From an optimization exercise on the open Yosys and OpenROAD flow, aimed at small area and a short achievable clock period; shortcuts taken in it are not production practice. Function was not checked in any run shown here: the RTL went through the layout flow alone. Power and IR drop assume default switching activity.

### design/flow/run.sh
#!/bin/bash
# synth_recipe.tcl (not shown) runs the flow's synth.tcl, then flattens the netlist and writes it again
# the make line also repeats each setting of config.mk as NAME=value (left out here)
make -C /OpenROAD-flow-scripts/flow DESIGN_CONFIG=/design/flow/config.mk WORK_HOME=/design/flow/orfs CLKGATE_MAP_FILE= SYNTH_SCRIPT=/design/flow/synth_recipe.tcl finish
### design/flow/config.mk
export PLATFORM = sky130hd
export DESIGN_NAME = processor
export DESIGN_NICKNAME = processor
export VERILOG_FILES = /design/flow/design.v
export SDC_FILE = /design/flow/constraint.sdc
export NUM_CORES = 4
export LEC_CHECK = 0
export ABC_CLOCK_PERIOD_IN_PS = 5000
export CAP_MARGIN = 20
export CORE_MARGIN = 2
export CORE_UTILIZATION = 50
export CTS_BUF_LIST = sky130_fd_sc_hd__clkbuf_8
export CTS_CLUSTER_DIAMETER = 60
export CTS_CLUSTER_SIZE = 16
export SETUP_SLACK_MARGIN = 5
export SLEW_MARGIN = 20
### design/flow/constraint.sdc
create_clock -name core_clock -period 11.0 [get_ports {clock}]
set_input_delay 2.2000 -clock core_clock [delete_from_list [all_inputs] [get_ports {clock}]]
set_output_delay 2.2000 -clock core_clock [all_outputs]
set_load 0.01 [all_outputs]
### design/flow/design.v
module mul16(a, b, x, y);
input [15:0] a, b;
output [31:0] x, y;
wire pp0_0 = a[0] & b[0];
wire pp0_1 = a[0] & b[1];
wire pp0_2 = a[0] & b[2];
wire pp0_3 = a[0] & b[3];
wire pp0_4 = a[0] & b[4];
wire pp0_5 = a[0] & b[5];
wire pp0_6 = a[0] & b[6];
wire pp0_7 = a[0] & b[7];
wire pp0_8 = a[0] & b[8];
wire pp0_9 = a[0] & b[9];
wire pp0_10 = a[0] & b[10];
wire pp0_11 = a[0] & b[11];
wire pp0_12 = a[0] & b[12];
wire pp0_13 = a[0] & b[13];
wire pp0_14 = a[0] & b[14];
wire pp0_15 = a[0] & b[15];
wire pp1_0 = a[1] & b[0];
wire pp1_1 = a[1] & b[1];
wire pp1_2 = a[1] & b[2];
wire pp1_3 = a[1] & b[3];
wire pp1_4 = a[1] & b[4];
wire pp1_5 = a[1] & b[5];
wire pp1_6 = a[1] & b[6];
wire pp1_7 = a[1] & b[7];
wire pp1_8 = a[1] & b[8];
wire pp1_9 = a[1] & b[9];
wire pp1_10 = a[1] & b[10];
wire pp1_11 = a[1] & b[11];
wire pp1_12 = a[1] & b[12];
wire pp1_13 = a[1] & b[13];
wire pp1_14 = a[1] & b[14];
wire pp1_15 = a[1] & b[15];
wire pp2_0 = a[2] & b[0];
wire pp2_1 = a[2] & b[1];
wire pp2_2 = a[2] & b[2];
wire pp2_3 = a[2] & b[3];
wire pp2_4 = a[2] & b[4];
wire pp2_5 = a[2] & b[5];
wire pp2_6 = a[2] & b[6];
wire pp2_7 = a[2] & b[7];
wire pp2_8 = a[2] & b[8];
wire pp2_9 = a[2] & b[9];
wire pp2_10 = a[2] & b[10];
wire pp2_11 = a[2] & b[11];
wire pp2_12 = a[2] & b[12];
wire pp2_13 = a[2] & b[13];
wire pp2_14 = a[2] & b[14];
wire pp2_15 = a[2] & b[15];
wire pp3_0 = a[3] & b[0];
wire pp3_1 = a[3] & b[1];
wire pp3_2 = a[3] & b[2];
wire pp3_3 = a[3] & b[3];
wire pp3_4 = a[3] & b[4];
wire pp3_5 = a[3] & b[5];
wire pp3_6 = a[3] & b[6];
wire pp3_7 = a[3] & b[7];
wire pp3_8 = a[3] & b[8];
wire pp3_9 = a[3] & b[9];
wire pp3_10 = a[3] & b[10];
wire pp3_11 = a[3] & b[11];
wire pp3_12 = a[3] & b[12];
wire pp3_13 = a[3] & b[13];
wire pp3_14 = a[3] & b[14];
wire pp3_15 = a[3] & b[15];
wire pp4_0 = a[4] & b[0];
wire pp4_1 = a[4] & b[1];
wire pp4_2 = a[4] & b[2];
wire pp4_3 = a[4] & b[3];
wire pp4_4 = a[4] & b[4];
wire pp4_5 = a[4] & b[5];
wire pp4_6 = a[4] & b[6];
wire pp4_7 = a[4] & b[7];
wire pp4_8 = a[4] & b[8];
wire pp4_9 = a[4] & b[9];
wire pp4_10 = a[4] & b[10];
wire pp4_11 = a[4] & b[11];
wire pp4_12 = a[4] & b[12];
wire pp4_13 = a[4] & b[13];
wire pp4_14 = a[4] & b[14];
wire pp4_15 = a[4] & b[15];
wire pp5_0 = a[5] & b[0];
wire pp5_1 = a[5] & b[1];
wire pp5_2 = a[5] & b[2];
wire pp5_3 = a[5] & b[3];
wire pp5_4 = a[5] & b[4];
wire pp5_5 = a[5] & b[5];
wire pp5_6 = a[5] & b[6];
wire pp5_7 = a[5] & b[7];
wire pp5_8 = a[5] & b[8];
wire pp5_9 = a[5] & b[9];
wire pp5_10 = a[5] & b[10];
wire pp5_11 = a[5] & b[11];
wire pp5_12 = a[5] & b[12];
wire pp5_13 = a[5] & b[13];
wire pp5_14 = a[5] & b[14];
wire pp5_15 = a[5] & b[15];
wire pp6_0 = a[6] & b[0];
wire pp6_1 = a[6] & b[1];
wire pp6_2 = a[6] & b[2];
wire pp6_3 = a[6] & b[3];
wire pp6_4 = a[6] & b[4];
wire pp6_5 = a[6] & b[5];
wire pp6_6 = a[6] & b[6];
wire pp6_7 = a[6] & b[7];
wire pp6_8 = a[6] & b[8];
wire pp6_9 = a[6] & b[9];
wire pp6_10 = a[6] & b[10];
wire pp6_11 = a[6] & b[11];
wire pp6_12 = a[6] & b[12];
wire pp6_13 = a[6] & b[13];
wire pp6_14 = a[6] & b[14];
wire pp6_15 = a[6] & b[15];
wire pp7_0 = a[7] & b[0];
wire pp7_1 = a[7] & b[1];
wire pp7_2 = a[7] & b[2];
wire pp7_3 = a[7] & b[3];
wire pp7_4 = a[7] & b[4];
wire pp7_5 = a[7] & b[5];
wire pp7_6 = a[7] & b[6];
wire pp7_7 = a[7] & b[7];
wire pp7_8 = a[7] & b[8];
wire pp7_9 = a[7] & b[9];
wire pp7_10 = a[7] & b[10];
wire pp7_11 = a[7] & b[11];
wire pp7_12 = a[7] & b[12];
wire pp7_13 = a[7] & b[13];
wire pp7_14 = a[7] & b[14];
wire pp7_15 = a[7] & b[15];
wire pp8_0 = a[8] & b[0];
wire pp8_1 = a[8] & b[1];
wire pp8_2 = a[8] & b[2];
wire pp8_3 = a[8] & b[3];
wire pp8_4 = a[8] & b[4];
wire pp8_5 = a[8] & b[5];
wire pp8_6 = a[8] & b[6];
wire pp8_7 = a[8] & b[7];
wire pp8_8 = a[8] & b[8];
wire pp8_9 = a[8] & b[9];
wire pp8_10 = a[8] & b[10];
wire pp8_11 = a[8] & b[11];
wire pp8_12 = a[8] & b[12];
wire pp8_13 = a[8] & b[13];
wire pp8_14 = a[8] & b[14];
wire pp8_15 = a[8] & b[15];
wire pp9_0 = a[9] & b[0];
wire pp9_1 = a[9] & b[1];
wire pp9_2 = a[9] & b[2];
wire pp9_3 = a[9] & b[3];
wire pp9_4 = a[9] & b[4];
wire pp9_5 = a[9] & b[5];
wire pp9_6 = a[9] & b[6];
wire pp9_7 = a[9] & b[7];
wire pp9_8 = a[9] & b[8];
wire pp9_9 = a[9] & b[9];
wire pp9_10 = a[9] & b[10];
wire pp9_11 = a[9] & b[11];
wire pp9_12 = a[9] & b[12];
wire pp9_13 = a[9] & b[13];
wire pp9_14 = a[9] & b[14];
wire pp9_15 = a[9] & b[15];
wire pp10_0 = a[10] & b[0];
wire pp10_1 = a[10] & b[1];
wire pp10_2 = a[10] & b[2];
wire pp10_3 = a[10] & b[3];
wire pp10_4 = a[10] & b[4];
wire pp10_5 = a[10] & b[5];
wire pp10_6 = a[10] & b[6];
wire pp10_7 = a[10] & b[7];
wire pp10_8 = a[10] & b[8];
wire pp10_9 = a[10] & b[9];
wire pp10_10 = a[10] & b[10];
wire pp10_11 = a[10] & b[11];
wire pp10_12 = a[10] & b[12];
wire pp10_13 = a[10] & b[13];
wire pp10_14 = a[10] & b[14];
wire pp10_15 = a[10] & b[15];
wire pp11_0 = a[11] & b[0];
wire pp11_1 = a[11] & b[1];
wire pp11_2 = a[11] & b[2];
wire pp11_3 = a[11] & b[3];
wire pp11_4 = a[11] & b[4];
wire pp11_5 = a[11] & b[5];
wire pp11_6 = a[11] & b[6];
wire pp11_7 = a[11] & b[7];
wire pp11_8 = a[11] & b[8];
wire pp11_9 = a[11] & b[9];
wire pp11_10 = a[11] & b[10];
wire pp11_11 = a[11] & b[11];
wire pp11_12 = a[11] & b[12];
wire pp11_13 = a[11] & b[13];
wire pp11_14 = a[11] & b[14];
wire pp11_15 = a[11] & b[15];
wire pp12_0 = a[12] & b[0];
wire pp12_1 = a[12] & b[1];
wire pp12_2 = a[12] & b[2];
wire pp12_3 = a[12] & b[3];
wire pp12_4 = a[12] & b[4];
wire pp12_5 = a[12] & b[5];
wire pp12_6 = a[12] & b[6];
wire pp12_7 = a[12] & b[7];
wire pp12_8 = a[12] & b[8];
wire pp12_9 = a[12] & b[9];
wire pp12_10 = a[12] & b[10];
wire pp12_11 = a[12] & b[11];
wire pp12_12 = a[12] & b[12];
wire pp12_13 = a[12] & b[13];
wire pp12_14 = a[12] & b[14];
wire pp12_15 = a[12] & b[15];
wire pp13_0 = a[13] & b[0];
wire pp13_1 = a[13] & b[1];
wire pp13_2 = a[13] & b[2];
wire pp13_3 = a[13] & b[3];
wire pp13_4 = a[13] & b[4];
wire pp13_5 = a[13] & b[5];
wire pp13_6 = a[13] & b[6];
wire pp13_7 = a[13] & b[7];
wire pp13_8 = a[13] & b[8];
wire pp13_9 = a[13] & b[9];
wire pp13_10 = a[13] & b[10];
wire pp13_11 = a[13] & b[11];
wire pp13_12 = a[13] & b[12];
wire pp13_13 = a[13] & b[13];
wire pp13_14 = a[13] & b[14];
wire pp13_15 = a[13] & b[15];
wire pp14_0 = a[14] & b[0];
wire pp14_1 = a[14] & b[1];
wire pp14_2 = a[14] & b[2];
wire pp14_3 = a[14] & b[3];
wire pp14_4 = a[14] & b[4];
wire pp14_5 = a[14] & b[5];
wire pp14_6 = a[14] & b[6];
wire pp14_7 = a[14] & b[7];
wire pp14_8 = a[14] & b[8];
wire pp14_9 = a[14] & b[9];
wire pp14_10 = a[14] & b[10];
wire pp14_11 = a[14] & b[11];
wire pp14_12 = a[14] & b[12];
wire pp14_13 = a[14] & b[13];
wire pp14_14 = a[14] & b[14];
wire pp14_15 = a[14] & b[15];
wire pp15_0 = a[15] & b[0];
wire pp15_1 = a[15] & b[1];
wire pp15_2 = a[15] & b[2];
wire pp15_3 = a[15] & b[3];
wire pp15_4 = a[15] & b[4];
wire pp15_5 = a[15] & b[5];
wire pp15_6 = a[15] & b[6];
wire pp15_7 = a[15] & b[7];
wire pp15_8 = a[15] & b[8];
wire pp15_9 = a[15] & b[9];
wire pp15_10 = a[15] & b[10];
wire pp15_11 = a[15] & b[11];
wire pp15_12 = a[15] & b[12];
wire pp15_13 = a[15] & b[13];
wire pp15_14 = a[15] & b[14];
wire pp15_15 = a[15] & b[15];
wire s0 = pp0_13 ^ pp1_12;
wire c0 = pp0_13 & pp1_12;
wire s1 = pp0_14 ^ pp1_13 ^ pp2_12;
wire c1 = (pp0_14 & pp1_13) | (pp0_14 & pp2_12) | (pp1_13 & pp2_12);
wire s2 = pp3_11 ^ pp4_10;
wire c2 = pp3_11 & pp4_10;
wire s3 = pp0_15 ^ pp1_14 ^ pp2_13;
wire c3 = (pp0_15 & pp1_14) | (pp0_15 & pp2_13) | (pp1_14 & pp2_13);
wire s4 = pp3_12 ^ pp4_11 ^ pp5_10;
wire c4 = (pp3_12 & pp4_11) | (pp3_12 & pp5_10) | (pp4_11 & pp5_10);
wire s5 = pp6_9 ^ pp7_8;
wire c5 = pp6_9 & pp7_8;
wire s6 = pp1_15 ^ pp2_14 ^ pp3_13;
wire c6 = (pp1_15 & pp2_14) | (pp1_15 & pp3_13) | (pp2_14 & pp3_13);
wire s7 = pp4_12 ^ pp5_11 ^ pp6_10;
wire c7 = (pp4_12 & pp5_11) | (pp4_12 & pp6_10) | (pp5_11 & pp6_10);
wire s8 = pp7_9 ^ pp8_8;
wire c8 = pp7_9 & pp8_8;
wire s9 = pp2_15 ^ pp3_14 ^ pp4_13;
wire c9 = (pp2_15 & pp3_14) | (pp2_15 & pp4_13) | (pp3_14 & pp4_13);
wire s10 = pp5_12 ^ pp6_11 ^ pp7_10;
wire c10 = (pp5_12 & pp6_11) | (pp5_12 & pp7_10) | (pp6_11 & pp7_10);
wire s11 = pp3_15 ^ pp4_14 ^ pp5_13;
wire c11 = (pp3_15 & pp4_14) | (pp3_15 & pp5_13) | (pp4_14 & pp5_13);
wire s12 = pp0_9 ^ pp1_8;
wire c12 = pp0_9 & pp1_8;
wire s13 = pp0_10 ^ pp1_9 ^ pp2_8;
wire c13 = (pp0_10 & pp1_9) | (pp0_10 & pp2_8) | (pp1_9 & pp2_8);
wire s14 = pp3_7 ^ pp4_6;
wire c14 = pp3_7 & pp4_6;
wire s15 = pp0_11 ^ pp1_10 ^ pp2_9;
wire c15 = (pp0_11 & pp1_10) | (pp0_11 & pp2_9) | (pp1_10 & pp2_9);
wire s16 = pp3_8 ^ pp4_7 ^ pp5_6;
wire c16 = (pp3_8 & pp4_7) | (pp3_8 & pp5_6) | (pp4_7 & pp5_6);
wire s17 = pp6_5 ^ pp7_4;
wire c17 = pp6_5 & pp7_4;
wire s18 = pp0_12 ^ pp1_11 ^ pp2_10;
wire c18 = (pp0_12 & pp1_11) | (pp0_12 & pp2_10) | (pp1_11 & pp2_10);
wire s19 = pp3_9 ^ pp4_8 ^ pp5_7;
wire c19 = (pp3_9 & pp4_8) | (pp3_9 & pp5_7) | (pp4_8 & pp5_7);
wire s20 = pp6_6 ^ pp7_5 ^ pp8_4;
wire c20 = (pp6_6 & pp7_5) | (pp6_6 & pp8_4) | (pp7_5 & pp8_4);
wire s21 = pp9_3 ^ pp10_2;
wire c21 = pp9_3 & pp10_2;
wire s22 = pp2_11 ^ pp3_10 ^ pp4_9;
wire c22 = (pp2_11 & pp3_10) | (pp2_11 & pp4_9) | (pp3_10 & pp4_9);
wire s23 = pp5_8 ^ pp6_7 ^ pp7_6;
wire c23 = (pp5_8 & pp6_7) | (pp5_8 & pp7_6) | (pp6_7 & pp7_6);
wire s24 = pp8_5 ^ pp9_4 ^ pp10_3;
wire c24 = (pp8_5 & pp9_4) | (pp8_5 & pp10_3) | (pp9_4 & pp10_3);
wire s25 = pp11_2 ^ pp12_1 ^ pp13_0;
wire c25 = (pp11_2 & pp12_1) | (pp11_2 & pp13_0) | (pp12_1 & pp13_0);
wire s26 = pp5_9 ^ pp6_8 ^ pp7_7;
wire c26 = (pp5_9 & pp6_8) | (pp5_9 & pp7_7) | (pp6_8 & pp7_7);
wire s27 = pp8_6 ^ pp9_5 ^ pp10_4;
wire c27 = (pp8_6 & pp9_5) | (pp8_6 & pp10_4) | (pp9_5 & pp10_4);
wire s28 = pp11_3 ^ pp12_2 ^ pp13_1;
wire c28 = (pp11_3 & pp12_2) | (pp11_3 & pp13_1) | (pp12_2 & pp13_1);
wire s29 = pp14_0 ^ s1 ^ s2;
wire c29 = (pp14_0 & s1) | (pp14_0 & s2) | (s1 & s2);
wire s30 = pp8_7 ^ pp9_6 ^ pp10_5;
wire c30 = (pp8_7 & pp9_6) | (pp8_7 & pp10_5) | (pp9_6 & pp10_5);
wire s31 = pp11_4 ^ pp12_3 ^ pp13_2;
wire c31 = (pp11_4 & pp12_3) | (pp11_4 & pp13_2) | (pp12_3 & pp13_2);
wire s32 = pp14_1 ^ pp15_0 ^ s3;
wire c32 = (pp14_1 & pp15_0) | (pp14_1 & s3) | (pp15_0 & s3);
wire s33 = s4 ^ s5 ^ c1;
wire c33 = (s4 & s5) | (s4 & c1) | (s5 & c1);
wire s34 = pp9_7 ^ pp10_6 ^ pp11_5;
wire c34 = (pp9_7 & pp10_6) | (pp9_7 & pp11_5) | (pp10_6 & pp11_5);
wire s35 = pp12_4 ^ pp13_3 ^ pp14_2;
wire c35 = (pp12_4 & pp13_3) | (pp12_4 & pp14_2) | (pp13_3 & pp14_2);
wire s36 = pp15_1 ^ s6 ^ s7;
wire c36 = (pp15_1 & s6) | (pp15_1 & s7) | (s6 & s7);
wire s37 = s8 ^ c3 ^ c4;
wire c37 = (s8 & c3) | (s8 & c4) | (c3 & c4);
wire s38 = pp8_9 ^ pp9_8 ^ pp10_7;
wire c38 = (pp8_9 & pp9_8) | (pp8_9 & pp10_7) | (pp9_8 & pp10_7);
wire s39 = pp11_6 ^ pp12_5 ^ pp13_4;
wire c39 = (pp11_6 & pp12_5) | (pp11_6 & pp13_4) | (pp12_5 & pp13_4);
wire s40 = pp14_3 ^ pp15_2 ^ s9;
wire c40 = (pp14_3 & pp15_2) | (pp14_3 & s9) | (pp15_2 & s9);
wire s41 = s10 ^ c6 ^ c7;
wire c41 = (s10 & c6) | (s10 & c7) | (c6 & c7);
wire s42 = pp6_12 ^ pp7_11 ^ pp8_10;
wire c42 = (pp6_12 & pp7_11) | (pp6_12 & pp8_10) | (pp7_11 & pp8_10);
wire s43 = pp9_9 ^ pp10_8 ^ pp11_7;
wire c43 = (pp9_9 & pp10_8) | (pp9_9 & pp11_7) | (pp10_8 & pp11_7);
wire s44 = pp12_6 ^ pp13_5 ^ pp14_4;
wire c44 = (pp12_6 & pp13_5) | (pp12_6 & pp14_4) | (pp13_5 & pp14_4);
wire s45 = pp15_3 ^ s11 ^ c9;
wire c45 = (pp15_3 & s11) | (pp15_3 & c9) | (s11 & c9);
wire s46 = pp4_15 ^ pp5_14 ^ pp6_13;
wire c46 = (pp4_15 & pp5_14) | (pp4_15 & pp6_13) | (pp5_14 & pp6_13);
wire s47 = pp7_12 ^ pp8_11 ^ pp9_10;
wire c47 = (pp7_12 & pp8_11) | (pp7_12 & pp9_10) | (pp8_11 & pp9_10);
wire s48 = pp10_9 ^ pp11_8 ^ pp12_7;
wire c48 = (pp10_9 & pp11_8) | (pp10_9 & pp12_7) | (pp11_8 & pp12_7);
wire s49 = pp13_6 ^ pp14_5 ^ pp15_4;
wire c49 = (pp13_6 & pp14_5) | (pp13_6 & pp15_4) | (pp14_5 & pp15_4);
wire s50 = pp5_15 ^ pp6_14 ^ pp7_13;
wire c50 = (pp5_15 & pp6_14) | (pp5_15 & pp7_13) | (pp6_14 & pp7_13);
wire s51 = pp8_12 ^ pp9_11 ^ pp10_10;
wire c51 = (pp8_12 & pp9_11) | (pp8_12 & pp10_10) | (pp9_11 & pp10_10);
wire s52 = pp11_9 ^ pp12_8 ^ pp13_7;
wire c52 = (pp11_9 & pp12_8) | (pp11_9 & pp13_7) | (pp12_8 & pp13_7);
wire s53 = pp6_15 ^ pp7_14 ^ pp8_13;
wire c53 = (pp6_15 & pp7_14) | (pp6_15 & pp8_13) | (pp7_14 & pp8_13);
wire s54 = pp9_12 ^ pp10_11 ^ pp11_10;
wire c54 = (pp9_12 & pp10_11) | (pp9_12 & pp11_10) | (pp10_11 & pp11_10);
wire s55 = pp7_15 ^ pp8_14 ^ pp9_13;
wire c55 = (pp7_15 & pp8_14) | (pp7_15 & pp9_13) | (pp8_14 & pp9_13);
wire s56 = pp0_6 ^ pp1_5;
wire c56 = pp0_6 & pp1_5;
wire s57 = pp0_7 ^ pp1_6 ^ pp2_5;
wire c57 = (pp0_7 & pp1_6) | (pp0_7 & pp2_5) | (pp1_6 & pp2_5);
wire s58 = pp3_4 ^ pp4_3;
wire c58 = pp3_4 & pp4_3;
wire s59 = pp0_8 ^ pp1_7 ^ pp2_6;
wire c59 = (pp0_8 & pp1_7) | (pp0_8 & pp2_6) | (pp1_7 & pp2_6);
wire s60 = pp3_5 ^ pp4_4 ^ pp5_3;
wire c60 = (pp3_5 & pp4_4) | (pp3_5 & pp5_3) | (pp4_4 & pp5_3);
wire s61 = pp6_2 ^ pp7_1;
wire c61 = pp6_2 & pp7_1;
wire s62 = pp2_7 ^ pp3_6 ^ pp4_5;
wire c62 = (pp2_7 & pp3_6) | (pp2_7 & pp4_5) | (pp3_6 & pp4_5);
wire s63 = pp5_4 ^ pp6_3 ^ pp7_2;
wire c63 = (pp5_4 & pp6_3) | (pp5_4 & pp7_2) | (pp6_3 & pp7_2);
wire s64 = pp8_1 ^ pp9_0 ^ s12;
wire c64 = (pp8_1 & pp9_0) | (pp8_1 & s12) | (pp9_0 & s12);
wire s65 = pp5_5 ^ pp6_4 ^ pp7_3;
wire c65 = (pp5_5 & pp6_4) | (pp5_5 & pp7_3) | (pp6_4 & pp7_3);
wire s66 = pp8_2 ^ pp9_1 ^ pp10_0;
wire c66 = (pp8_2 & pp9_1) | (pp8_2 & pp10_0) | (pp9_1 & pp10_0);
wire s67 = s13 ^ s14 ^ c12;
wire c67 = (s13 & s14) | (s13 & c12) | (s14 & c12);
wire s68 = pp8_3 ^ pp9_2 ^ pp10_1;
wire c68 = (pp8_3 & pp9_2) | (pp8_3 & pp10_1) | (pp9_2 & pp10_1);
wire s69 = pp11_0 ^ s15 ^ s16;
wire c69 = (pp11_0 & s15) | (pp11_0 & s16) | (s15 & s16);
wire s70 = s17 ^ c13 ^ c14;
wire c70 = (s17 & c13) | (s17 & c14) | (c13 & c14);
wire s71 = pp11_1 ^ pp12_0 ^ s18;
wire c71 = (pp11_1 & pp12_0) | (pp11_1 & s18) | (pp12_0 & s18);
wire s72 = s19 ^ s20 ^ s21;
wire c72 = (s19 & s20) | (s19 & s21) | (s20 & s21);
wire s73 = c15 ^ c16 ^ c17;
wire c73 = (c15 & c16) | (c15 & c17) | (c16 & c17);
wire s74 = s0 ^ s22 ^ s23;
wire c74 = (s0 & s22) | (s0 & s23) | (s22 & s23);
wire s75 = s24 ^ s25 ^ c18;
wire c75 = (s24 & s25) | (s24 & c18) | (s25 & c18);
wire s76 = c19 ^ c20 ^ c21;
wire c76 = (c19 & c20) | (c19 & c21) | (c20 & c21);
wire s77 = c0 ^ s26 ^ s27;
wire c77 = (c0 & s26) | (c0 & s27) | (s26 & s27);
wire s78 = s28 ^ s29 ^ c22;
wire c78 = (s28 & s29) | (s28 & c22) | (s29 & c22);
wire s79 = c23 ^ c24 ^ c25;
wire c79 = (c23 & c24) | (c23 & c25) | (c24 & c25);
wire s80 = c2 ^ s30 ^ s31;
wire c80 = (c2 & s30) | (c2 & s31) | (s30 & s31);
wire s81 = s32 ^ s33 ^ c26;
wire c81 = (s32 & s33) | (s32 & c26) | (s33 & c26);
wire s82 = c27 ^ c28 ^ c29;
wire c82 = (c27 & c28) | (c27 & c29) | (c28 & c29);
wire s83 = c5 ^ s34 ^ s35;
wire c83 = (c5 & s34) | (c5 & s35) | (s34 & s35);
wire s84 = s36 ^ s37 ^ c30;
wire c84 = (s36 & s37) | (s36 & c30) | (s37 & c30);
wire s85 = c31 ^ c32 ^ c33;
wire c85 = (c31 & c32) | (c31 & c33) | (c32 & c33);
wire s86 = c8 ^ s38 ^ s39;
wire c86 = (c8 & s38) | (c8 & s39) | (s38 & s39);
wire s87 = s40 ^ s41 ^ c34;
wire c87 = (s40 & s41) | (s40 & c34) | (s41 & c34);
wire s88 = c35 ^ c36 ^ c37;
wire c88 = (c35 & c36) | (c35 & c37) | (c36 & c37);
wire s89 = c10 ^ s42 ^ s43;
wire c89 = (c10 & s42) | (c10 & s43) | (s42 & s43);
wire s90 = s44 ^ s45 ^ c38;
wire c90 = (s44 & s45) | (s44 & c38) | (s45 & c38);
wire s91 = c39 ^ c40 ^ c41;
wire c91 = (c39 & c40) | (c39 & c41) | (c40 & c41);
wire s92 = c11 ^ s46 ^ s47;
wire c92 = (c11 & s46) | (c11 & s47) | (s46 & s47);
wire s93 = s48 ^ s49 ^ c42;
wire c93 = (s48 & s49) | (s48 & c42) | (s49 & c42);
wire s94 = c43 ^ c44 ^ c45;
wire c94 = (c43 & c44) | (c43 & c45) | (c44 & c45);
wire s95 = pp14_6 ^ pp15_5 ^ s50;
wire c95 = (pp14_6 & pp15_5) | (pp14_6 & s50) | (pp15_5 & s50);
wire s96 = s51 ^ s52 ^ c46;
wire c96 = (s51 & s52) | (s51 & c46) | (s52 & c46);
wire s97 = c47 ^ c48 ^ c49;
wire c97 = (c47 & c48) | (c47 & c49) | (c48 & c49);
wire s98 = pp12_9 ^ pp13_8 ^ pp14_7;
wire c98 = (pp12_9 & pp13_8) | (pp12_9 & pp14_7) | (pp13_8 & pp14_7);
wire s99 = pp15_6 ^ s53 ^ s54;
wire c99 = (pp15_6 & s53) | (pp15_6 & s54) | (s53 & s54);
wire s100 = c50 ^ c51 ^ c52;
wire c100 = (c50 & c51) | (c50 & c52) | (c51 & c52);
wire s101 = pp10_12 ^ pp11_11 ^ pp12_10;
wire c101 = (pp10_12 & pp11_11) | (pp10_12 & pp12_10) | (pp11_11 & pp12_10);
wire s102 = pp13_9 ^ pp14_8 ^ pp15_7;
wire c102 = (pp13_9 & pp14_8) | (pp13_9 & pp15_7) | (pp14_8 & pp15_7);
wire s103 = s55 ^ c53 ^ c54;
wire c103 = (s55 & c53) | (s55 & c54) | (c53 & c54);
wire s104 = pp8_15 ^ pp9_14 ^ pp10_13;
wire c104 = (pp8_15 & pp9_14) | (pp8_15 & pp10_13) | (pp9_14 & pp10_13);
wire s105 = pp11_12 ^ pp12_11 ^ pp13_10;
wire c105 = (pp11_12 & pp12_11) | (pp11_12 & pp13_10) | (pp12_11 & pp13_10);
wire s106 = pp14_9 ^ pp15_8 ^ c55;
wire c106 = (pp14_9 & pp15_8) | (pp14_9 & c55) | (pp15_8 & c55);
wire s107 = pp9_15 ^ pp10_14 ^ pp11_13;
wire c107 = (pp9_15 & pp10_14) | (pp9_15 & pp11_13) | (pp10_14 & pp11_13);
wire s108 = pp12_12 ^ pp13_11 ^ pp14_10;
wire c108 = (pp12_12 & pp13_11) | (pp12_12 & pp14_10) | (pp13_11 & pp14_10);
wire s109 = pp10_15 ^ pp11_14 ^ pp12_13;
wire c109 = (pp10_15 & pp11_14) | (pp10_15 & pp12_13) | (pp11_14 & pp12_13);
wire s110 = pp0_4 ^ pp1_3;
wire c110 = pp0_4 & pp1_3;
wire s111 = pp0_5 ^ pp1_4 ^ pp2_3;
wire c111 = (pp0_5 & pp1_4) | (pp0_5 & pp2_3) | (pp1_4 & pp2_3);
wire s112 = pp3_2 ^ pp4_1;
wire c112 = pp3_2 & pp4_1;
wire s113 = pp2_4 ^ pp3_3 ^ pp4_2;
wire c113 = (pp2_4 & pp3_3) | (pp2_4 & pp4_2) | (pp3_3 & pp4_2);
wire s114 = pp5_1 ^ pp6_0 ^ s56;
wire c114 = (pp5_1 & pp6_0) | (pp5_1 & s56) | (pp6_0 & s56);
wire s115 = pp5_2 ^ pp6_1 ^ pp7_0;
wire c115 = (pp5_2 & pp6_1) | (pp5_2 & pp7_0) | (pp6_1 & pp7_0);
wire s116 = s57 ^ s58 ^ c56;
wire c116 = (s57 & s58) | (s57 & c56) | (s58 & c56);
wire s117 = pp8_0 ^ s59 ^ s60;
wire c117 = (pp8_0 & s59) | (pp8_0 & s60) | (s59 & s60);
wire s118 = s61 ^ c57 ^ c58;
wire c118 = (s61 & c57) | (s61 & c58) | (c57 & c58);
wire s119 = s62 ^ s63 ^ s64;
wire c119 = (s62 & s63) | (s62 & s64) | (s63 & s64);
wire s120 = c59 ^ c60 ^ c61;
wire c120 = (c59 & c60) | (c59 & c61) | (c60 & c61);
wire s121 = s65 ^ s66 ^ s67;
wire c121 = (s65 & s66) | (s65 & s67) | (s66 & s67);
wire s122 = c62 ^ c63 ^ c64;
wire c122 = (c62 & c63) | (c62 & c64) | (c63 & c64);
wire s123 = s68 ^ s69 ^ s70;
wire c123 = (s68 & s69) | (s68 & s70) | (s69 & s70);
wire s124 = c65 ^ c66 ^ c67;
wire c124 = (c65 & c66) | (c65 & c67) | (c66 & c67);
wire s125 = s71 ^ s72 ^ s73;
wire c125 = (s71 & s72) | (s71 & s73) | (s72 & s73);
wire s126 = c68 ^ c69 ^ c70;
wire c126 = (c68 & c69) | (c68 & c70) | (c69 & c70);
wire s127 = s74 ^ s75 ^ s76;
wire c127 = (s74 & s75) | (s74 & s76) | (s75 & s76);
wire s128 = c71 ^ c72 ^ c73;
wire c128 = (c71 & c72) | (c71 & c73) | (c72 & c73);
wire s129 = s77 ^ s78 ^ s79;
wire c129 = (s77 & s78) | (s77 & s79) | (s78 & s79);
wire s130 = c74 ^ c75 ^ c76;
wire c130 = (c74 & c75) | (c74 & c76) | (c75 & c76);
wire s131 = s80 ^ s81 ^ s82;
wire c131 = (s80 & s81) | (s80 & s82) | (s81 & s82);
wire s132 = c77 ^ c78 ^ c79;
wire c132 = (c77 & c78) | (c77 & c79) | (c78 & c79);
wire s133 = s83 ^ s84 ^ s85;
wire c133 = (s83 & s84) | (s83 & s85) | (s84 & s85);
wire s134 = c80 ^ c81 ^ c82;
wire c134 = (c80 & c81) | (c80 & c82) | (c81 & c82);
wire s135 = s86 ^ s87 ^ s88;
wire c135 = (s86 & s87) | (s86 & s88) | (s87 & s88);
wire s136 = c83 ^ c84 ^ c85;
wire c136 = (c83 & c84) | (c83 & c85) | (c84 & c85);
wire s137 = s89 ^ s90 ^ s91;
wire c137 = (s89 & s90) | (s89 & s91) | (s90 & s91);
wire s138 = c86 ^ c87 ^ c88;
wire c138 = (c86 & c87) | (c86 & c88) | (c87 & c88);
wire s139 = s92 ^ s93 ^ s94;
wire c139 = (s92 & s93) | (s92 & s94) | (s93 & s94);
wire s140 = c89 ^ c90 ^ c91;
wire c140 = (c89 & c90) | (c89 & c91) | (c90 & c91);
wire s141 = s95 ^ s96 ^ s97;
wire c141 = (s95 & s96) | (s95 & s97) | (s96 & s97);
wire s142 = c92 ^ c93 ^ c94;
wire c142 = (c92 & c93) | (c92 & c94) | (c93 & c94);
wire s143 = s98 ^ s99 ^ s100;
wire c143 = (s98 & s99) | (s98 & s100) | (s99 & s100);
wire s144 = c95 ^ c96 ^ c97;
wire c144 = (c95 & c96) | (c95 & c97) | (c96 & c97);
wire s145 = s101 ^ s102 ^ s103;
wire c145 = (s101 & s102) | (s101 & s103) | (s102 & s103);
wire s146 = c98 ^ c99 ^ c100;
wire c146 = (c98 & c99) | (c98 & c100) | (c99 & c100);
wire s147 = s104 ^ s105 ^ s106;
wire c147 = (s104 & s105) | (s104 & s106) | (s105 & s106);
wire s148 = c101 ^ c102 ^ c103;
wire c148 = (c101 & c102) | (c101 & c103) | (c102 & c103);
wire s149 = pp15_9 ^ s107 ^ s108;
wire c149 = (pp15_9 & s107) | (pp15_9 & s108) | (s107 & s108);
wire s150 = c104 ^ c105 ^ c106;
wire c150 = (c104 & c105) | (c104 & c106) | (c105 & c106);
wire s151 = pp13_12 ^ pp14_11 ^ pp15_10;
wire c151 = (pp13_12 & pp14_11) | (pp13_12 & pp15_10) | (pp14_11 & pp15_10);
wire s152 = s109 ^ c107 ^ c108;
wire c152 = (s109 & c107) | (s109 & c108) | (c107 & c108);
wire s153 = pp11_15 ^ pp12_14 ^ pp13_13;
wire c153 = (pp11_15 & pp12_14) | (pp11_15 & pp13_13) | (pp12_14 & pp13_13);
wire s154 = pp14_12 ^ pp15_11 ^ c109;
wire c154 = (pp14_12 & pp15_11) | (pp14_12 & c109) | (pp15_11 & c109);
wire s155 = pp12_15 ^ pp13_14 ^ pp14_13;
wire c155 = (pp12_15 & pp13_14) | (pp12_15 & pp14_13) | (pp13_14 & pp14_13);
wire s156 = pp0_3 ^ pp1_2;
wire c156 = pp0_3 & pp1_2;
wire s157 = pp2_2 ^ pp3_1 ^ pp4_0;
wire c157 = (pp2_2 & pp3_1) | (pp2_2 & pp4_0) | (pp3_1 & pp4_0);
wire s158 = pp5_0 ^ s111 ^ s112;
wire c158 = (pp5_0 & s111) | (pp5_0 & s112) | (s111 & s112);
wire s159 = s113 ^ s114 ^ c111;
wire c159 = (s113 & s114) | (s113 & c111) | (s114 & c111);
wire s160 = s115 ^ s116 ^ c113;
wire c160 = (s115 & s116) | (s115 & c113) | (s116 & c113);
wire s161 = s117 ^ s118 ^ c115;
wire c161 = (s117 & s118) | (s117 & c115) | (s118 & c115);
wire s162 = s119 ^ s120 ^ c117;
wire c162 = (s119 & s120) | (s119 & c117) | (s120 & c117);
wire s163 = s121 ^ s122 ^ c119;
wire c163 = (s121 & s122) | (s121 & c119) | (s122 & c119);
wire s164 = s123 ^ s124 ^ c121;
wire c164 = (s123 & s124) | (s123 & c121) | (s124 & c121);
wire s165 = s125 ^ s126 ^ c123;
wire c165 = (s125 & s126) | (s125 & c123) | (s126 & c123);
wire s166 = s127 ^ s128 ^ c125;
wire c166 = (s127 & s128) | (s127 & c125) | (s128 & c125);
wire s167 = s129 ^ s130 ^ c127;
wire c167 = (s129 & s130) | (s129 & c127) | (s130 & c127);
wire s168 = s131 ^ s132 ^ c129;
wire c168 = (s131 & s132) | (s131 & c129) | (s132 & c129);
wire s169 = s133 ^ s134 ^ c131;
wire c169 = (s133 & s134) | (s133 & c131) | (s134 & c131);
wire s170 = s135 ^ s136 ^ c133;
wire c170 = (s135 & s136) | (s135 & c133) | (s136 & c133);
wire s171 = s137 ^ s138 ^ c135;
wire c171 = (s137 & s138) | (s137 & c135) | (s138 & c135);
wire s172 = s139 ^ s140 ^ c137;
wire c172 = (s139 & s140) | (s139 & c137) | (s140 & c137);
wire s173 = s141 ^ s142 ^ c139;
wire c173 = (s141 & s142) | (s141 & c139) | (s142 & c139);
wire s174 = s143 ^ s144 ^ c141;
wire c174 = (s143 & s144) | (s143 & c141) | (s144 & c141);
wire s175 = s145 ^ s146 ^ c143;
wire c175 = (s145 & s146) | (s145 & c143) | (s146 & c143);
wire s176 = s147 ^ s148 ^ c145;
wire c176 = (s147 & s148) | (s147 & c145) | (s148 & c145);
wire s177 = s149 ^ s150 ^ c147;
wire c177 = (s149 & s150) | (s149 & c147) | (s150 & c147);
wire s178 = s151 ^ s152 ^ c149;
wire c178 = (s151 & s152) | (s151 & c149) | (s152 & c149);
wire s179 = s153 ^ s154 ^ c151;
wire c179 = (s153 & s154) | (s153 & c151) | (s154 & c151);
wire s180 = pp15_12 ^ s155 ^ c153;
wire c180 = (pp15_12 & s155) | (pp15_12 & c153) | (s155 & c153);
wire s181 = pp13_15 ^ pp14_14 ^ pp15_13;
wire c181 = (pp13_15 & pp14_14) | (pp13_15 & pp15_13) | (pp14_14 & pp15_13);
wire s182 = pp0_2 ^ pp1_1;
wire c182 = pp0_2 & pp1_1;
wire s183 = pp2_1 ^ pp3_0 ^ s156;
wire c183 = (pp2_1 & pp3_0) | (pp2_1 & s156) | (pp3_0 & s156);
wire s184 = s110 ^ s157 ^ c156;
wire c184 = (s110 & s157) | (s110 & c156) | (s157 & c156);
wire s185 = c110 ^ s158 ^ c157;
wire c185 = (c110 & s158) | (c110 & c157) | (s158 & c157);
wire s186 = c112 ^ s159 ^ c158;
wire c186 = (c112 & s159) | (c112 & c158) | (s159 & c158);
wire s187 = c114 ^ s160 ^ c159;
wire c187 = (c114 & s160) | (c114 & c159) | (s160 & c159);
wire s188 = c116 ^ s161 ^ c160;
wire c188 = (c116 & s161) | (c116 & c160) | (s161 & c160);
wire s189 = c118 ^ s162 ^ c161;
wire c189 = (c118 & s162) | (c118 & c161) | (s162 & c161);
wire s190 = c120 ^ s163 ^ c162;
wire c190 = (c120 & s163) | (c120 & c162) | (s163 & c162);
wire s191 = c122 ^ s164 ^ c163;
wire c191 = (c122 & s164) | (c122 & c163) | (s164 & c163);
wire s192 = c124 ^ s165 ^ c164;
wire c192 = (c124 & s165) | (c124 & c164) | (s165 & c164);
wire s193 = c126 ^ s166 ^ c165;
wire c193 = (c126 & s166) | (c126 & c165) | (s166 & c165);
wire s194 = c128 ^ s167 ^ c166;
wire c194 = (c128 & s167) | (c128 & c166) | (s167 & c166);
wire s195 = c130 ^ s168 ^ c167;
wire c195 = (c130 & s168) | (c130 & c167) | (s168 & c167);
wire s196 = c132 ^ s169 ^ c168;
wire c196 = (c132 & s169) | (c132 & c168) | (s169 & c168);
wire s197 = c134 ^ s170 ^ c169;
wire c197 = (c134 & s170) | (c134 & c169) | (s170 & c169);
wire s198 = c136 ^ s171 ^ c170;
wire c198 = (c136 & s171) | (c136 & c170) | (s171 & c170);
wire s199 = c138 ^ s172 ^ c171;
wire c199 = (c138 & s172) | (c138 & c171) | (s172 & c171);
wire s200 = c140 ^ s173 ^ c172;
wire c200 = (c140 & s173) | (c140 & c172) | (s173 & c172);
wire s201 = c142 ^ s174 ^ c173;
wire c201 = (c142 & s174) | (c142 & c173) | (s174 & c173);
wire s202 = c144 ^ s175 ^ c174;
wire c202 = (c144 & s175) | (c144 & c174) | (s175 & c174);
wire s203 = c146 ^ s176 ^ c175;
wire c203 = (c146 & s176) | (c146 & c175) | (s176 & c175);
wire s204 = c148 ^ s177 ^ c176;
wire c204 = (c148 & s177) | (c148 & c176) | (s177 & c176);
wire s205 = c150 ^ s178 ^ c177;
wire c205 = (c150 & s178) | (c150 & c177) | (s178 & c177);
wire s206 = c152 ^ s179 ^ c178;
wire c206 = (c152 & s179) | (c152 & c178) | (s179 & c178);
wire s207 = c154 ^ s180 ^ c179;
wire c207 = (c154 & s180) | (c154 & c179) | (s180 & c179);
wire s208 = c155 ^ s181 ^ c180;
wire c208 = (c155 & s181) | (c155 & c180) | (s181 & c180);
wire s209 = pp14_15 ^ pp15_14 ^ c181;
wire c209 = (pp14_15 & pp15_14) | (pp14_15 & c181) | (pp15_14 & c181);
assign x = {1'b0, pp15_15, s209, s208, s207, s206, s205, s204, s203, s202, s201, s200, s199, s198, s197, s196, s195, s194, s193, s192, s191, s190, s189, s188, s187, s186, s185, s184, s183, pp2_0, pp0_1, pp0_0};
assign y = {1'b0, c209, c208, c207, c206, c205, c204, c203, c202, c201, c200, c199, c198, c197, c196, c195, c194, c193, c192, c191, c190, c189, c188, c187, c186, c185, c184, c183, c182, s182, pp1_0, 1'b0};
endmodule
module processor(clock,reset,imem_addr,imem_data,wb_en,wb_addr,wb_data,flags);
input clock,reset;
output [7:0] imem_addr;
input [15:0] imem_data;
output wb_en;
output [2:0] wb_addr;
output [15:0] wb_data;
output [3:0] flags;
reg [7:0] pc;
reg [15:0] ir;
reg [3:0] fl;             
reg [15:0] rf [0:7];
reg [7:0] rv;
reg [15:0] dm [0:9];
reg [9:0] dv;
reg [14:0] hx, hy;       
reg hc;
reg [3:0] alo;            
reg ac4;                  
reg [15:0] lo;
reg hlv;
integer j;
reg [15:0] opa, opb;      
reg s_sum, s_shl, s_shr, s_or, s_and, s_mem, s_lo, s_hi;
wire [3:0] op = ir[3:0];
wire [2:0] rd = ir[6:4];
wire [2:0] f  = ir[15:13];
wire [5:0] c6 = ir[15:10];
wire [15:0] sx = {1'b0, {9{c6[5]}}, c6};
reg nm;                   
wire mulN;
wire fZ = fl[3], fN = nm ? mulN : fl[2], fC = fl[1], fV = fl[0];
wire [15:0] A = opa;
wire [15:0] B = opb;
wire [16:0] sum = {1'b0, A} + {1'b0, B};
wire [16:0] shl = {1'b0, A} << f;
reg [15:0] shr;
integer bi;
always @* for (bi = 0; bi < 16; bi = bi + 1) shr[bi] = shl[15 - bi];
wire addok = (op == 4'd0) & ((f == 3'd0) | ((f == 3'd1) & fN) | ((f == 3'd2) & fZ));
wire [16:0] res = ({17{s_sum}} & sum) | ({17{s_shl}} & shl) | ({17{s_shr}} & {1'b0, shr}) |
                  ({17{s_or}} & {1'b0, A | B}) | ({17{s_and}} & {1'b0, A & B});
wire ahi0 = &((A[15:5] ^ sx[15:5]) ~^ (A[14:4] | sx[14:4])) & ~(A[4] ^ sx[4] ^ ac4);
wire [9:0] hit = {10{ahi0}} & (10'd1 << alo);
wire [9:0] msel = 10'd1 << alo;
reg [15:0] mword;
always @* begin
  mword = 16'd0;
  for (j = 0; j < 10; j = j + 1)
    mword = mword | ({16{msel[j] & dv[j]}} & dm[j]) | ({16{msel[j] & ~dv[j]}} & (16'h4000 | j));
end
wire [15:0] mdata = ahi0 ? mword : 16'd0;
wire [31:0] mx, my;
mul16 u_mul(.a(A), .b(B), .x(mx), .y(my));
wire [16:0] P = {1'b0, mx[15:0]} + {1'b0, my[15:0]};    
wire [16:0] hsum2 = {1'b0, hx, hc} + {1'b0, hy, hc};
wire mp16 = hc ^ hx[0] ^ hy[0];                         
wire mpz = &((hx[14:1] ^ hy[14:1]) ~^ (hx[13:0] | hy[13:0])) & ~(hx[14] | hy[14]) & ~mp16;
assign mulN = mpz & lo[15];
wire [15:0] wd = res[15:0] | ({16{s_mem}} & mdata) | ({16{s_lo & hlv}} & lo) |
                 ({16{s_hi & hlv}} & {1'b0, hsum2[16:2]});
wire we = addok | (op == 4'd1) | (op == 4'd2) | (op == 4'd3) | (op == 4'd4) |
          (op == 4'd5) | (op == 4'd6) | (op == 4'd7) | (op == 4'd11) | (op == 4'd12);
wire setfl = addok | (op == 4'd1) | (op == 4'd2) | (op == 4'd3) | (op == 4'd4) | (op == 4'd5);
wire st = (op == 4'd8);
wire mul = (op == 4'd10);
always @(posedge clock) begin
  if (we) rf[rd] <= wd;
  for (j = 0; j < 10; j = j + 1)
    if (st & hit[j]) dm[j] <= B;
  if (mul) begin
    hx <= mx[30:16];
    hy <= my[30:16];
    hc <= P[16];
    lo <= P[15:0];
  end
end
always @(posedge clock, posedge reset) begin
  if (reset) begin
    rv <= 8'd0;
    dv <= 10'd0;
    hlv <= 1'b0;
  end else begin
    if (we) rv[rd] <= 1'b1;
    for (j = 0; j < 10; j = j + 1)
      if (st & hit[j]) dv[j] <= 1'b1;
    if (mul) hlv <= 1'b1;
  end
end
always @(posedge clock, posedge reset) begin
  if (reset) begin
    fl <= 4'd0;
    nm <= 1'b0;
  end else if (setfl) begin
    fl <= {res == 17'd0, res[16:15] == 2'b01, (op == 4'd0) & res[16], res[16]};
    nm <= 1'b0;
  end else if (mul) begin
    fl <= {(A == 16'd0) | (B == 16'd0), 3'b000};
    nm <= 1'b1;
  end
end
wire [3:0] nop = imem_data[3:0];
wire [2:0] nrs = imem_data[9:7];
wire [2:0] nrt = (nop == 4'd8) ? imem_data[6:4] : imem_data[12:10];
wire [5:0] nc6 = imem_data[15:10];
wire [15:0] nsx = {1'b0, {9{nc6[5]}}, nc6};
wire nimm = (nop == 4'd5) | (nop == 4'd6);
wire nli = (nop == 4'd6);
wire [7:0] sela = {8{~nli}} & rv & (8'd1 << nrs);
wire [7:0] selb = rv & (8'd1 << nrt);
reg [15:0] rA, rB;
always @* begin
  rA = 16'd0;
  rB = 16'd0;
  for (j = 0; j < 8; j = j + 1) begin
    rA = rA | ({16{sela[j]}} & rf[j]);
    rB = rB | ({16{selb[j]}} & rf[j]);
  end
end
wire fwa = we & (rd == nrs) & ~nli;
wire nsr = (nop == 4'd2);
wire [15:0] ra_in = fwa ? wd : rA;
reg [15:0] ra_rev;
always @* for (bi = 0; bi < 16; bi = bi + 1) ra_rev[bi] = ra_in[15 - bi];
wire fwb = we & (rd == nrt);
wire brc = (op == 4'd9) & (((f == 3'd1) & fN) | ((f == 3'd2) & fZ) | ((f == 3'd3) & fV) | ((f == 3'd4) & fC));
wire jmp = (op == 4'd9) & (f == 3'd0);
always @(posedge clock, posedge reset) begin
  if (reset) begin
    pc <= 8'd0;
    ir <= 16'd0;
    s_sum <= 1'b0;            
    s_shl <= 1'b0;
    s_shr <= 1'b0;
    s_or <= 1'b0;
    s_and <= 1'b0;
    s_mem <= 1'b0;
    s_lo <= 1'b0;
    s_hi <= 1'b0;
  end else begin
    ir <= imem_data;
    s_sum <= (nop == 4'd0) | (nop == 4'd5) | (nop == 4'd6);
    s_shl <= (nop == 4'd1);
    s_shr <= (nop == 4'd2);
    s_or <= (nop == 4'd3);
    s_and <= (nop == 4'd4);
    s_mem <= (nop == 4'd7);
    s_lo <= (nop == 4'd11);
    s_hi <= (nop == 4'd12);
    if (jmp) pc <= pc + ir[11:4];
    else if (brc) pc <= ir[11:4];
    else pc <= pc + 8'd1;
  end
end
always @(posedge clock) begin
  opa <= nsr ? ra_rev : ra_in;
  opb <= nimm ? nsx : fwb ? wd : rB;
  {ac4, alo} <= ra_in[3:0] + nsx[3:0];
end
assign imem_addr = pc;
assign wb_en = we;
assign wb_addr = rd;
assign wb_data = wd;
assign flags = {fZ, fN, fC, fV};
endmodule
==> results of run 1 <==
layout make-up:
class	count	area (µm²)
Fill cell	4650	23200
Multi-Input combinational cell	1607	14600
Sequential cell	427	12300
Timing Repair Buffer	207	1810
Inverter	299	1250
Tap cell	748	936
Clock buffer	44	606
Clock inverter	33	309
Antenna cell	1	2.50
power by group through the flow:
stage          sequential, mW  clock [mW]  combinational (mW)
5_1_grt                  2.20        1.17                3.42
6_report                 2.19        1.09                3.07
3_3_place_gp             2.20           0                2.74
4_1_cts                  2.18        1.12                2.99
3_5_place_dp             2.21           0                2.76
2_1_floorplan            2.13           0                1.90
final timing paths:
kind	start	to	slack, ps	cells after the start
setup reg to reg	opb[12]	hc	5560	15
min in group asynchronous	reset	pc[7]	2050	3
setup / recovery	hc	wb_en	5000	9
hold / removal	rv[0]	rv[0]	490	1
hold reg to reg	rv[0]	rv[0]	490	1
max in group asynchronous	reset	ir[15]	8360	3
stage by stage:
stage	total power, mW	instance area, µm²	hold WS [ps]
finish	6.35	31800	495
global route	6.78	31800	516
CTS	6.29	31400	492
detailed placement	4.97	29100	468
global placement	4.94	29100	462
floorplan	4.02	27800	433
critical path: cells and delay by family, from the launching register on:
kind / cells / cell delay, ps
AOI/OAI and AO/OA: 1 / 160
buffers and inverters: 3 / 880
and+or+nand+nor: 4 / 1000
DFF: 1 / 560
adders and majority gates: 1 / 520
cell usage in the layout (no fill, tap or decap), drive strengths merged, types with 21 or more instances in the layout:
master,count
a22oi,124
o21ai,67
xnor2,35
nor3,26
a21oi,52
dfrtp,55
nand3,35
dfxtp,37
clkinvlp,36
and3,41
xor2,35
nand4,28
ha,118
clkbuf,45
edfxtp,335
nand2,140
inv,285
clkdlybuf4s50,40
nand2b,21
buf,158
fa,200
a21o,23
and4,21
a22o,37
nor2,252
a221oi,45
cell families after synthesis:
| group | Yosys count | synth area share [%] |
|---|---|---|
| compound gates | 492 | 13.2 |
| xor+xnor | 70 | 2.21 |
| fa+ha+maj | 318 | 19.7 |
| buf+inv | 438 | 6.16 |
| flops | 427 | 43.9 |
| mux | 54 | 2.87 |
| simple gates | 673 | 12.0 |
repair_timing:
item / 4_1_cts / 5_1_grt
endpoints found under the setup margin: 18 / 17
pin swaps: 21 / 13
cloned: 0 / 1
buffers inserted: 78 / 26
resized for setup: 200 / 54
state kept, by name (all words and copies together) (netlist names), 4 cells and up:
name / cells
rf: 128
ir: 15
fl: 4
opb: 16
opa: 16
rv: 8
hx: 15
dv: 10
alo: 4
lo: 16
pc: 8
hy: 15
dm: 160
layer usage:
| metal | track usage (%) | vias up | wire length, µm |
|---|---|---|---|
| met2 | 49.7 | 1208 | 41400 |
| met1 | 49.4 | 10761 | 41000 |
| met5 | 0 | - | 13 |
| met3 | 7.03 | 222 | 9540 |
| met4 | 13.1 | 2 | 3930 |
| li1 | - | 9036 | - |
==> run notes, run 1 <==
# TYPE chip_impl_metric gauge
chip_impl_metric{name="path_max_fanout",unit=""} 4
chip_impl_metric{name="cap_viol_max_count",unit=""} 0
chip_impl_info{name="grt_setup_unrepaired",value="true"} 1
chip_impl_info{name="synth_area_leader_cell",value="sky130_fd_sc_hd__edfxtp_1"} 1
chip_impl_metric{name="synth_top_area_share",unit="%"} 36.2
chip_impl_metric{name="internal_power",unit="mW"} 3.72
chip_impl_metric{name="die_x_extent",unit="µm"} 240
chip_impl_metric{name="final_period_minus_worst_setup_slack",unit="ps"} 6000
chip_impl_info{name="leading_cell_type_by_number_of_instances_after_synthesis",value="sky130_fd_sc_hd__edfxtp_1"} 1
chip_impl_metric{name="postSynthNetCount",unit=""} 2808
chip_impl_metric{name="ant_nets",unit=""} 0
chip_impl_metric{name="drt_iter0_drc",unit=""} 2575
chip_impl_metric{name="hpwl",unit="mm"} 67.1
chip_impl_metric{name="postLayoutCoreUtil",unit="%"} 57.9
chip_impl_metric{name="finalHoldViolations",unit=""} 0
chip_impl_metric{name="detail_route.vias_per_cell",unit=""} 6.31
chip_impl_metric{name="design.final.nets",unit=""} 2920
chip_impl_metric{name="pre_cts_slack",unit="ps"} 4280
chip_impl_info{name="tritoncts",value="yes"} 1
chip_impl_metric{name="grt_start_max_net_pins",unit=""} 56
chip_impl_metric{name="synth_area_per_cell",unit="µm²"} 11.2
chip_impl_info{name="critical-path-slowest-cell",value="sky130_fd_sc_hd__edfxtp_1"} 1
chip_impl_metric{name="globalRoute.totalOverflow",unit=""} 0
chip_impl_metric{name="vias",unit=""} 21229
chip_impl_metric{name="post_layout_cell_count",unit=""} 3366
chip_impl_metric{name="part_of_the_cycle_the_worst_path_needs",unit="%"} 54.5
chip_impl_metric{name="grt_antenna_before_repair",unit=""} 2
chip_impl_metric{name="clock-sinks",unit=""} 427
chip_impl_info{name="yosys-top-cells-count",value="sky130_fd_sc_hd__edfxtp_1 (335), sky130_fd_sc_hd__inv_1 (295), sky130_fd_sc_hd__nor2_1 (252)"} 1
chip_impl_metric{name="setup_total_negative_slack",unit="ps"} 0
chip_impl_metric{name="power_switching_share",unit="%"} 41.4
chip_impl_metric{name="drive_gt1_share",unit="%"} 17.3
chip_impl_info{name="setup.worst_path.class",value="flip-flop to primary output"} 1
chip_impl_metric{name="cp_data_arrival_time",unit="ps"} 3800
chip_impl_metric{name="die_area",unit="µm²"} 57400
chip_impl_metric{name="synth_enable_flop_cells",unit=""} 335
chip_impl_metric{name="timing.clock.skew",unit="ps"} 62.7
chip_impl_info{name="critical_path.cell_chain",value="inv_1 > fa_1 > nand4_1 > or4_1 > nor4_2 > buf_4 > o2111ai_4 > nand2_2 > clkdlybuf4s50_1"} 1
chip_impl_metric{name="cts_buffers",unit=""} 42
chip_impl_info{name="status",value="timing/DRC/antenna clean"} 1
chip_impl_metric{name="cts_hold_repair_buffers",unit=""} 0
chip_impl_metric{name="synth_sequential_area_ratio",unit="%"} 43.9
chip_impl_metric{name="vdd_drop_max",unit="µV"} 240
chip_impl_metric{name="maxSlewViolCount",unit=""} 0
chip_impl_metric{name="power.switching",unit="mW"} 2.63
chip_impl_metric{name="synth.distinct_cells",unit=""} 93
chip_impl_metric{name="synth_seq_cells",unit=""} 427
chip_impl_metric{name="port_buffers",unit=""} 49
chip_impl_metric{name="start_util",unit="%"} 50.5
chip_impl_metric{name="power_frac_comb",unit="%"} 48.4
chip_impl_metric{name="die_h",unit="µm"} 240
chip_impl_metric{name="synth_area",unit="µm²"} 27800
chip_impl_info{name="ctsRootBufferMaster",value="sky130_fd_sc_hd__clkbuf_8"} 1
chip_impl_info{name="startpoint_type",value="flip-flop"} 1
chip_impl_metric{name="critPathMaxStageDelay",unit="ps"} 560
chip_impl_metric{name="cp_data_required_time",unit="ps"} 8800
chip_impl_metric{name="floorplan.core_area",unit="µm²"} 55000
chip_impl_metric{name="cts.htree.levels",unit=""} 2
chip_impl_metric{name="clock_tree.buffer_depth",unit=""} 3
chip_impl_info{name="synthFlopType",value="sky130_fd_sc_hd__edfxtp_1"} 1
chip_impl_metric{name="first_global_vias",unit=""} 21103
chip_impl_metric{name="max_freq",unit="GHz"} 0.167
chip_impl_metric{name="placed_cells_incl_taps",unit=""} 3183
chip_impl_metric{name="yosysWarningCount",unit=""} 2
chip_impl_metric{name="grt_pass1_wl",unit="mm"} 141
chip_impl_metric{name="globalplace.congestion",unit=""} 0.989
chip_impl_info{name="worst_setup_path_end_kind",value="primary output"} 1
chip_impl_metric{name="gr-usage-all-layers",unit="%"} 33.9
chip_impl_metric{name="routed_wl",unit="mm"} 95.9
chip_impl_metric{name="finalWorstSetupSlack",unit="ps"} 5000
chip_impl_metric{name="ioPinCount",unit=""} 50
chip_impl_info{name="synth.area.top_cells",value="sky130_fd_sc_hd__edfxtp_1 (36%), sky130_fd_sc_hd__fa_1 (14%), sky130_fd_sc_hd__ha_1 (5.3%)"} 1
chip_impl_metric{name="drtPass1Iterations",unit=""} 6
chip_impl_metric{name="detail_route.drc_violations",unit=""} 0
chip_impl_metric{name="leakagePower",unit="nW"} 12.3
chip_impl_metric{name="clkSlewWorstSetupHoldPaths",unit="ps"} 90
chip_impl_metric{name="clock_power_share",unit="%"} 17.2
chip_impl_metric{name="max_slew_headroom",unit="%"} 21.5
chip_impl_metric{name="timing.final.setup_violations",unit=""} 0
chip_impl_metric{name="detail_route.wl_per_cell",unit="µm"} 28.5
chip_impl_metric{name="syn-instance-count",unit=""} 2472
chip_impl_metric{name="power.density",unit="nW/µm²"} 200
chip_impl_metric{name="row_cnt",unit=""} 86
chip_impl_info{name="min_path_type",value="flip-flop to flip-flop"} 1
chip_impl_metric{name="power.share.sequential",unit="%"} 34.5
chip_impl_metric{name="async_reset_ff_share",unit="%"} 12.9
chip_impl_metric{name="worst_slew_pin_slew",unit="ps"} 1180
chip_impl_metric{name="clk-insertion-delay-late",unit="ps"} 700
chip_impl_metric{name="synth_to_layout_area_growth",unit="%"} 14.6
==> run 2: changes to the inputs <==
--- a/design/flow/config.mk
+++ b/design/flow/config.mk
@@ -10,3 +10,3 @@
 export CORE_MARGIN = 2
-export CORE_UTILIZATION = 50
+export CORE_UTILIZATION = 65
 export CTS_BUF_LIST = sky130_fd_sc_hd__clkbuf_8
==> run 2 against run 1 <==
  * Still clean on timing, DRC and antenna
  * Synthesized cell count is the same
  * First-iteration DRC count grew 28%
  * Cell count shrank 7.3%
==> run notes, run 2 <==
# TYPE chip_impl_metric gauge
chip_impl_metric{name="clk-insertion-delay-late",unit="ps"} 660
chip_impl_metric{name="vdd_drop_max",unit="µV"} 347
chip_impl_metric{name="globalplace.congestion",unit=""} 1.04
chip_impl_metric{name="clock_power_share",unit="%"} 14.7
chip_impl_metric{name="largest_register_ff_count",unit=""} 160
chip_impl_metric{name="number_of_cells_traversed_by_the_worst_hold_path",unit=""} 1
chip_impl_metric{name="internal_power",unit="mW"} 3.56
chip_impl_metric{name="design.final.nets",unit=""} 2887
chip_impl_metric{name="port_buffers",unit=""} 49
chip_impl_metric{name="syn-instance-count",unit=""} 2472
chip_impl_info{name="yosys-top-cells-count",value="sky130_fd_sc_hd__edfxtp_1 (335), sky130_fd_sc_hd__inv_1 (295), sky130_fd_sc_hd__nor2_1 (252)"} 1
chip_impl_metric{name="synth.distinct_cells",unit=""} 93
chip_impl_info{name="grt_most_used_layer",value="met2"} 1
chip_impl_info{name="critical-path-slowest-cell",value="sky130_fd_sc_hd__clkdlybuf4s50_1"} 1
chip_impl_metric{name="cts.htree.levels",unit=""} 2
chip_impl_metric{name="grt_pass1_wl",unit="mm"} 133
chip_impl_metric{name="grt_antenna_before_repair",unit=""} 4
chip_impl_metric{name="r2r_slack",unit="ps"} 5540
chip_impl_metric{name="timing.hold.ws",unit="ps"} 498
chip_impl_metric{name="ant_nets",unit=""} 0
chip_impl_metric{name="max_freq",unit="GHz"} 0.164
chip_impl_metric{name="synth_enable_flop_cells",unit=""} 335
chip_impl_info{name="synth_area_leader_cell",value="sky130_fd_sc_hd__edfxtp_1"} 1
chip_impl_metric{name="ioPinCount",unit=""} 50
chip_impl_metric{name="cap_viol_max_count",unit=""} 0
chip_impl_metric{name="globalRoute.totalOverflow",unit=""} 0
chip_impl_metric{name="die_area",unit="µm²"} 44400
chip_impl_metric{name="clock-sinks",unit=""} 427
chip_impl_metric{name="detail_route.wl_per_cell",unit="µm"} 28.9
chip_impl_metric{name="finalHoldViolations",unit=""} 0
chip_impl_metric{name="drt_iter0_drc",unit=""} 3308
chip_impl_metric{name="critPathMaxStageDelay",unit="ps"} 560
chip_impl_metric{name="leakagePower",unit="nW"} 12.1
chip_impl_info{name="setup.worst_path.class",value="flip-flop to primary output"} 1
chip_impl_metric{name="worst_slew_pin_slew",unit="ps"} 1170
chip_impl_info{name="ctsRootBufferMaster",value="sky130_fd_sc_hd__clkbuf_8"} 1
chip_impl_info{name="synth.area.top_cells",value="sky130_fd_sc_hd__edfxtp_1 (36%), sky130_fd_sc_hd__fa_1 (14%), sky130_fd_sc_hd__ha_1 (5.3%)"} 1
chip_impl_info{name="regMostFlops",value="dm"} 1
chip_impl_metric{name="die_h",unit="µm"} 211
chip_impl_info{name="leading_cell_type_by_number_of_instances_after_synthesis",value="sky130_fd_sc_hd__edfxtp_1"} 1
chip_impl_metric{name="power.density",unit="nW/µm²"} 196
chip_impl_metric{name="routed_wl",unit="mm"} 90.2
chip_impl_info{name="synthFlopType",value="sky130_fd_sc_hd__edfxtp_1"} 1
chip_impl_metric{name="timing.final.setup_violations",unit=""} 0
chip_impl_metric{name="synth_area_per_cell",unit="µm²"} 11.2
chip_impl_info{name="startpoint_type",value="flip-flop"} 1
chip_impl_metric{name="maxSlewViolCount",unit=""} 0
chip_impl_metric{name="power.share.sequential",unit="%"} 36.5
chip_impl_info{name="min_path_type",value="flip-flop to flip-flop"} 1
chip_impl_metric{name="groute.layer.met2.usage",unit="%"} 59.9
chip_impl_metric{name="async_reset_ff_share",unit="%"} 12.9
chip_impl_info{name="critical_path.cell_chain",value="buf_12 > clkinvlp_4 > ha_1 > a21oi_1 > o22ai_2 > o21ai_1 > mux2_1 > o211a_1 > o21ai_0 > a221oi_4 > inv_2 > clkdlybuf4s50_1"} 1
chip_impl_metric{name="timing.clock.skew",unit="ps"} 56.1
chip_impl_metric{name="grtUsageMet3",unit="%"} 15.1
chip_impl_metric{name="final_period_minus_worst_setup_slack",unit="ps"} 6090
chip_impl_metric{name="yosysWarningCount",unit=""} 2
chip_impl_metric{name="synth_to_layout_area_growth",unit="%"} 11.7
chip_impl_info{name="status",value="timing/DRC/antenna clean"} 1
chip_impl_metric{name="postSynthNetCount",unit=""} 2808
chip_impl_metric{name="cts_hold_repair_buffers",unit=""} 0
chip_impl_info{name="tritoncts",value="yes"} 1
chip_impl_metric{name="cts_buffers",unit=""} 36
chip_impl_info{name="grt_setup_unrepaired",value="true"} 1
chip_impl_metric{name="grt_util_met1",unit="%"} 56.0
chip_impl_metric{name="die_x_extent",unit="µm"} 211
chip_impl_metric{name="clock_tree.buffer_depth",unit=""} 3
chip_impl_info{name="worst_setup_path_end_kind",value="primary output"} 1
chip_impl_metric{name="detail_route.drc_violations",unit=""} 0
chip_impl_metric{name="part_of_the_cycle_the_worst_path_needs",unit="%"} 55.4
chip_impl_metric{name="clkSlewWorstSetupHoldPaths",unit="ps"} 100
chip_impl_metric{name="row_cnt",unit=""} 75
run 2: cell type report:
cell class,count,area (µm²)
Timing Repair Buffer,180,1570
Tap cell,539,674
Multi-Input combinational cell,1607,14600
Inverter,299,1240
Fill cell,2916,11000
Sequential cell,427,12300
Antenna cell,3,7.51
Clock buffer,37,509
Clock inverter,29,180
run 2: power groups by stage:
stage                     logic [mW]  clock network, mW  registers [mW]
final                           2.97              0.896            2.22
after global routing            3.28              0.958            2.23
after CTS                       2.85              0.902            2.21
after detailed placement        2.67                  0            2.23
after global placement          2.61                  0            2.22
after floorplan                 1.90                  0            2.13
run 2: worst max-delay path, delay by kind of cell, from the launching register on:
family / cells / cell delay [ps]
multiplexers: 1 / 350
flip-flops: 1 / 390
adder cells (fa/ha/maj): 1 / 350
AO/OA/AOI/OAI: 6 / 1040
buffers and inverters: 4 / 1090
run 2: logic make-up after synthesis:
kind of cell,Yosys count,share of synthesized area (%)
compound gates,492,13.2
fa+ha+maj,318,19.7
simple gates,673,12.0
xor+xnor,70,2.21
flops,427,43.9
buf+inv,438,6.16
mux,54,2.87
run 2: layer usage:
metal | part of all wire (%) | wire [µm]
met5 | 0.031 | 28
met1 | 37 | 33600
met3 | 15 | 13200
met4 | 5.4 | 4840
met2 | 43 | 38500
run 2: worst max path at each step:
stage / to / depth (start not counted) / slack, ps
2_1_floorplan: wb_data[12] / 11 / 5900
3_3_place_gp: wb_data[9] / 11 / 4460
3_5_place_dp: wb_data[9] / 11 / 4270
4_1_cts: wb_data[10] / 10 / 4750
5_1_grt: wb_data[9] / 12 / 4790
6_report: wb_data[9] / 12 / 4910
run 2: repair_timing:
action,in CTS,in global routing
cloned,0,1
gates resized for setup,180,55
pin swaps,18,12
setup buffers,63,21
endpoints found under the setup margin,18,14
run 2: stage by stage:
step                std cells  worst slack, ps  power, mW  area [µm²]  util, %
global route             3120             4790       6.47       31000     73.8
finish                   3121             4910       6.09       31000     73.8
CTS                      3094             4750       5.96       30600     72.7
detailed placement       2965             4270       4.90       28800     68.4
floorplan                2472             5900       4.02       27800        -
global placement         2964             4460       4.84       28800     68.4

==> static timing again, ports no longer ideal <==
In the flow no input, the clock included, has a driving cell. The finished layouts below were timed again as built, in two steps.
Step 1 assumes that a clkbuf_16 drives the clock port and a buf_2 every other input.
Step 2 moves the port delays by t, midway between the first and last clock arrival at a register: inputs arrive t later, outputs are due t later. That takes back most of the time a late clock gives input paths.
a / b / c = ideal / step 1 / step 2; a / b = the first two.
run	t, ns	setup WS [ns]	worst setup path at the end	worst data-port slew with drivers (ns)
run 1	0.723	5.003 / 4.952 / 4.572	input to register	0.04
run 2	0.689	4.909 / 4.856 / 4.571	input to register	0.07
After both steps setup and hold are still met in every run listed. For run 1, which loses most, drivers alone change the setup slack by -0.051 ns; drivers and shift together by -0.431 ns.
